Background: an optimization exercise with open tools, aiming at small area, a short achievable clock period and few clock cycles per item. Do not read the settings as production practice.
At most, simulation tests tie the RTL to the original design; equivalence was not proved.
No activity file was given, so power comes from the tool's default toggle rates.

## before
==> module SHA, before the edit <==
module SHA(
	input logic PCLK_IN,
	input logic [4:0] PADDR_IN,
	input logic PRESETn_IN,
	input logic PSEL_IN,
	input logic PENABLE_IN,
	input logic PWRITE_IN,
	input logic [31:0] PWDATA_IN,
	output logic PREADY_OUT,
	output logic [31:0] PRDATA_OUT);
	localparam logic [31:0] K0 = 32'h5a827999, K1 = 32'h6ed9eba1,
	                        K2 = 32'h8f1bbcdc, K3 = 32'hca62c1d6;
	logic [31:0] M [16];    
	logic [15:0] zf;        
	logic [31:0] S [16];    
	logic [31:0] H [5];     
	logic [31:0] a, b, c, d, eKW;
	logic [6:0] p;          
	logic [15:0] oh;        
	logic [15:0] th;        
	logic sch;              
	logic [3:0] tgt;        
	logic [1:0] kn;         
	logic [31:0] F1, F0;    
	logic xrot;             
	logic yen;              
	logic ok;               
	logic busy;             
	wire rdy = !busy;
	wire rst = !PRESETn_IN;
	wire we = PSEL_IN & !PENABLE_IN & PWRITE_IN & rdy;
	wire [3:0] k = PADDR_IN[4] ? 4'd15 : PADDR_IN[3:0];
	logic [15:0] wk;        
	always_comb for (int j = 0; j < 16; j++) wk[j] = we && k == j;
	wire ld = rdy & (!ok | p[4]);     
	wire hazard = we & (ld ? (k == 4'd0) : th[k]);
	wire last = !rdy & (p == 7'd80);
	logic [31:0] f;
	always_comb for (int i = 0; i < 32; i++) f[i] = b[i] ? F1[i] : F0[i];
	wire [31:0] a5 = {a[26:0], a[31:27]};
	wire [31:0] T = a5 + f + eKW;
	wire [31:0] cn = {b[1:0], b[31:2]};
	wire [31:0] cxd = cn ^ c;
	wire [31:0] F1n = (kn == 2'd0) ? cn : (kn == 2'd2) ? (cn | c) : ~cxd;
	wire [31:0] F0n = (kn == 2'd0) ? c : (kn == 2'd2) ? (cn & c) : cxd;
	wire [31:0] kv = (kn == 2'd0) ? K0 : (kn == 2'd1) ? K1 : (kn == 2'd2) ? K2 : K3;
	wire [31:0] eKWn = d + kv + S[15];
	logic [31:0] msel;
	always_comb begin
		msel = 32'd0;
		for (int j = 0; j < 16; j++)
			if ((ld ? (j == 1) : oh[j]) && !zf[j]) msel = msel | M[j];
	end
	wire [3:0] tw = ld ? 4'd1 : tgt;   
	wire wsel = we & (ld | !sch) & (k == tw);
	wire [31:0] wrec = S[13] ^ S[8] ^ S[2] ^ S[0];
	wire [31:0] wn = wsel ? PWDATA_IN : (sch & !ld) ? {wrec[30:0], wrec[31]} : msel;
	wire [31:0] m0 = zf[0] ? 32'd0 : M[0];
	wire [31:0] X = rdy ? K0 : xrot ? {a[1:0], a[31:2]} : a;
	wire [31:0] Y = yen ? M[0] : 32'd0;
	wire [31:0] hsum = H[4] + X + Y;
	wire ring = !rdy & (p >= 7'd76);
	always_ff @(posedge PCLK_IN) begin
		for (int j = 0; j < 16; j++)
			if (wk[j]) M[j] <= PWDATA_IN;
		if (rst) zf <= 16'hffff;
		else zf <= zf & ~wk;
		for (int j = 0; j < 14; j++) S[j] <= S[j+1];
		S[14] <= ld ? m0 : S[15];
		S[15] <= wn;
		if (ld) begin
			a <= H[0]; b <= H[1]; c <= H[2]; d <= H[3]; eKW <= hsum;
			F1 <= H[2]; F0 <= H[3];
		end else begin
			a <= T; b <= a; c <= cn; d <= c; eKW <= eKWn;
			F1 <= F1n; F0 <= F0n;
		end
		if (rst || ld || last) begin
			p <= 7'd0;
			oh <= 16'h0004;
			tgt <= 4'd2;
			th <= 16'h0003;
			sch <= 1'b0;
			kn <= 2'd0;
		end else begin
			p <= p + 7'd1;
			oh <= {oh[14:0], 1'b0};
			tgt <= tgt + 4'd1;
			th <= {th[14:0], 1'b1};
			sch <= sch | oh[15];
			if (p == 7'd18) kn <= 2'd1;
			if (p == 7'd38) kn <= 2'd2;
			if (p == 7'd58) kn <= 2'd3;
		end
		xrot <= (p <= 7'd77);
		yen <= rdy_n & !zf_n0;
		if (rst) begin
			PREADY_OUT <= 1'b1;
			busy <= 1'b0;
			ok <= 1'b0;
		end else begin
			if (last || hazard) ok <= 1'b0;
			else if (ld) ok <= 1'b1;
			PREADY_OUT <= rdy_n;
			busy <= !rdy_n;
		end
		if (rst) begin
			H[0] <= 32'h67452301;
			H[1] <= 32'hefcdab89;
			H[2] <= 32'h98badcfe;
			H[3] <= 32'h10325476;
			H[4] <= 32'hc3d2e1f0;
		end else if (ring) begin
			H[0] <= hsum; H[1] <= H[0]; H[2] <= H[1]; H[3] <= H[2]; H[4] <= H[3];
		end
		case (PADDR_IN)
			5'd16: PRDATA_OUT <= H[0];
			5'd17: PRDATA_OUT <= H[1];
			5'd18: PRDATA_OUT <= H[2];
			5'd19: PRDATA_OUT <= H[3];
			5'd20: PRDATA_OUT <= H[4];
			default: PRDATA_OUT <= 32'd0;
		endcase
	end
	wire rdy_n = rst | (rdy ? !(PSEL_IN & PENABLE_IN) : last);
	wire zf_n0 = rst | (zf[0] & !wk[0]);
endmodule
==> flow/config.mk <==
export PLATFORM = sky130hd
export DESIGN_NAME = SHA
export DESIGN_NICKNAME = SHA
export VERILOG_FILES = /design/flow/design.v
export SDC_FILE = /design/flow/constraint.sdc
export NUM_CORES = 8
export LEC_CHECK = 0
export CAP_MARGIN = 20
export CORE_MARGIN = 2
export CORE_UTILIZATION = 50
export GPL_TIMING_DRIVEN = 1
export PLACE_DENSITY = 0.6
export SLEW_MARGIN = 20
export TNS_END_PERCENT = 5
==> flow/constraint.sdc <==
create_clock -name core_clock -period 11.0 [get_ports {PCLK_IN}]
set_input_delay 2.2000 -clock core_clock [delete_from_list [all_inputs] [get_ports {PCLK_IN}]]
set_output_delay 2.2000 -clock core_clock [all_outputs]
set_load 0.01 [all_outputs]
standard.sh (not shown) runs the stock make flow with config.mk's settings and CLKGATE_MAP_FILE= SYNTH_SCRIPT=/design/flow/synth_recipe.tcl, a recipe that flattens the netlist after the stock synthesis.
==> flow/flow/run.sh <==
#!/bin/bash
# The standard layout, with repair_timing aiming for a larger setup slack.
set -euo pipefail
bash standard.sh SETUP_SLACK_MARGIN=8.0 finish > standard.log 2>&1
Testbench counts of before, summed over its fixed seeds: cycles 34,095, blocks 397.
The following lists how after was set up differently from before:
--- a/flow/design.v
+++ b/flow/design.v
@@ -17,44 +17,41 @@
 	logic [31:0] a, b, c, d, eKW;
 	logic [6:0] p;          
 	logic [15:0] oh;        
 	logic [15:0] th;        
 	logic sch;              
-	logic [3:0] tgt;        
 	logic [1:0] kn;         
-	logic [31:0] F1, F0;    
+	logic fch, fmaj;        
 	logic xrot;             
 	logic yen;              
 	logic ok;               
-	logic busy;             
-	wire rdy = !busy;
+	logic rdy;              
 	wire rst = !PRESETn_IN;
 	wire we = PSEL_IN & !PENABLE_IN & PWRITE_IN & rdy;
 	wire [3:0] k = PADDR_IN[4] ? 4'd15 : PADDR_IN[3:0];
 	logic [15:0] wk;        
 	always_comb for (int j = 0; j < 16; j++) wk[j] = we && k == j;
 	wire ld = rdy & (!ok | p[4]);     
 	wire hazard = we & (ld ? (k == 4'd0) : th[k]);
 	wire last = !rdy & (p == 7'd80);
-	logic [31:0] f;
-	always_comb for (int i = 0; i < 32; i++) f[i] = b[i] ? F1[i] : F0[i];
+	wire [31:0] f = fch ? ((b & c) | (~b & d)) :
+	                fmaj ? ((b & c) | (b & d) | (c & d)) : (b ^ c ^ d);
 	wire [31:0] a5 = {a[26:0], a[31:27]};
 	wire [31:0] T = a5 + f + eKW;
-	wire [31:0] cn = {b[1:0], b[31:2]};
-	wire [31:0] cxd = cn ^ c;
-	wire [31:0] F1n = (kn == 2'd0) ? cn : (kn == 2'd2) ? (cn | c) : ~cxd;
-	wire [31:0] F0n = (kn == 2'd0) ? c : (kn == 2'd2) ? (cn & c) : cxd;
 	wire [31:0] kv = (kn == 2'd0) ? K0 : (kn == 2'd1) ? K1 : (kn == 2'd2) ? K2 : K3;
 	wire [31:0] eKWn = d + kv + S[15];
 	logic [31:0] msel;
+	logic wsel;
 	always_comb begin
 		msel = 32'd0;
+		wsel = 1'b0;
 		for (int j = 0; j < 16; j++)
-			if ((ld ? (j == 1) : oh[j]) && !zf[j]) msel = msel | M[j];
+			if (ld ? (j == 1) : oh[j]) begin
+				if (!zf[j]) msel = msel | M[j];
+				wsel = wsel | wk[j];
+			end
 	end
-	wire [3:0] tw = ld ? 4'd1 : tgt;   
-	wire wsel = we & (ld | !sch) & (k == tw);
 	wire [31:0] wrec = S[13] ^ S[8] ^ S[2] ^ S[0];
 	wire [31:0] wn = wsel ? PWDATA_IN : (sch & !ld) ? {wrec[30:0], wrec[31]} : msel;
 	wire [31:0] m0 = zf[0] ? 32'd0 : M[0];
 	wire [31:0] X = rdy ? K0 : xrot ? {a[1:0], a[31:2]} : a;
 	wire [31:0] Y = yen ? M[0] : 32'd0;
@@ -68,43 +65,43 @@
 		for (int j = 0; j < 14; j++) S[j] <= S[j+1];
 		S[14] <= ld ? m0 : S[15];
 		S[15] <= wn;
 		if (ld) begin
 			a <= H[0]; b <= H[1]; c <= H[2]; d <= H[3]; eKW <= hsum;
-			F1 <= H[2]; F0 <= H[3];
 		end else begin
-			a <= T; b <= a; c <= cn; d <= c; eKW <= eKWn;
-			F1 <= F1n; F0 <= F0n;
+			a <= T; b <= a; c <= {b[1:0], b[31:2]}; d <= c; eKW <= eKWn;
 		end
 		if (rst || ld || last) begin
 			p <= 7'd0;
 			oh <= 16'h0004;
-			tgt <= 4'd2;
 			th <= 16'h0003;
 			sch <= 1'b0;
 			kn <= 2'd0;
+			fch <= 1'b1;
+			fmaj <= 1'b0;
 		end else begin
 			p <= p + 7'd1;
 			oh <= {oh[14:0], 1'b0};
-			tgt <= tgt + 4'd1;
 			th <= {th[14:0], 1'b1};
 			sch <= sch | oh[15];
 			if (p == 7'd18) kn <= 2'd1;
 			if (p == 7'd38) kn <= 2'd2;
 			if (p == 7'd58) kn <= 2'd3;
+			fch <= (kn == 2'd0);
+			fmaj <= (kn == 2'd2);
 		end
 		xrot <= (p <= 7'd77);
 		yen <= rdy_n & !zf_n0;
 		if (rst) begin
 			PREADY_OUT <= 1'b1;
-			busy <= 1'b0;
+			rdy <= 1'b1;
 			ok <= 1'b0;
 		end else begin
 			if (last || hazard) ok <= 1'b0;
 			else if (ld) ok <= 1'b1;
 			PREADY_OUT <= rdy_n;
-			busy <= !rdy_n;
+			rdy <= rdy_n;
 		end
 		if (rst) begin
 			H[0] <= 32'h67452301;
 			H[1] <= 32'hefcdab89;
 			H[2] <= 32'h98badcfe;
Results
Summary of after over before: count of mapped cells out of synthesis went down by 258, switching power went up by 4.0%. after against before: global-route wire length before repair saw a decrease; fraction of area in non-clock buffers has increased; average via count per standard cell went up 0.11; height of the die decreased 2.3%. Re pin count of the biggest net entering global routing: after is 81% up on before. Looking at part of the total power dissipated in the clock network, after sits 0.2 points above before. Re iteration-0 DRC count of the detailed router: before and after aren't equal, and the lower value belongs to before. In after the die area turned out about 4.5% lower than in before. Looking at sequential share of layout area, after sits 0.40 points below before.
The RTL of after was laid out without a check of its function.

[static timing again, ports no longer ideal]
The flow's constraints put no driver on any port. The routed layouts listed below were extracted and timed again, unchanged, in two steps.
Step 1, drivers: a clkbuf_16 drives PCLK_IN and a buf_2 each remaining input, both assumed.
Step 2 moves the port delays by t, midway between the first and last clock arrival at a register: inputs arrive t later, outputs are due t later. That takes back most of the time a late clock gives input paths.
a / b / c = ideal ports / drivers / drivers and shift; a / b = the first two.
run	t, ns	setup WS [ns]	worst setup path after step 2	clock arrival spread, ns	pins driven straight from the clock port
before	0.829	7.093 / 7.093 / 6.817	input to register	0.043 / 0.043	1
after	0.835	6.725 / 6.725 / 6.479	input to register	0.057 / 0.058	1
After both steps every run listed still meets setup and hold. For before, which loses most, drivers alone change the setup slack by 0.000 ns; drivers and shift together by -0.276 ns.
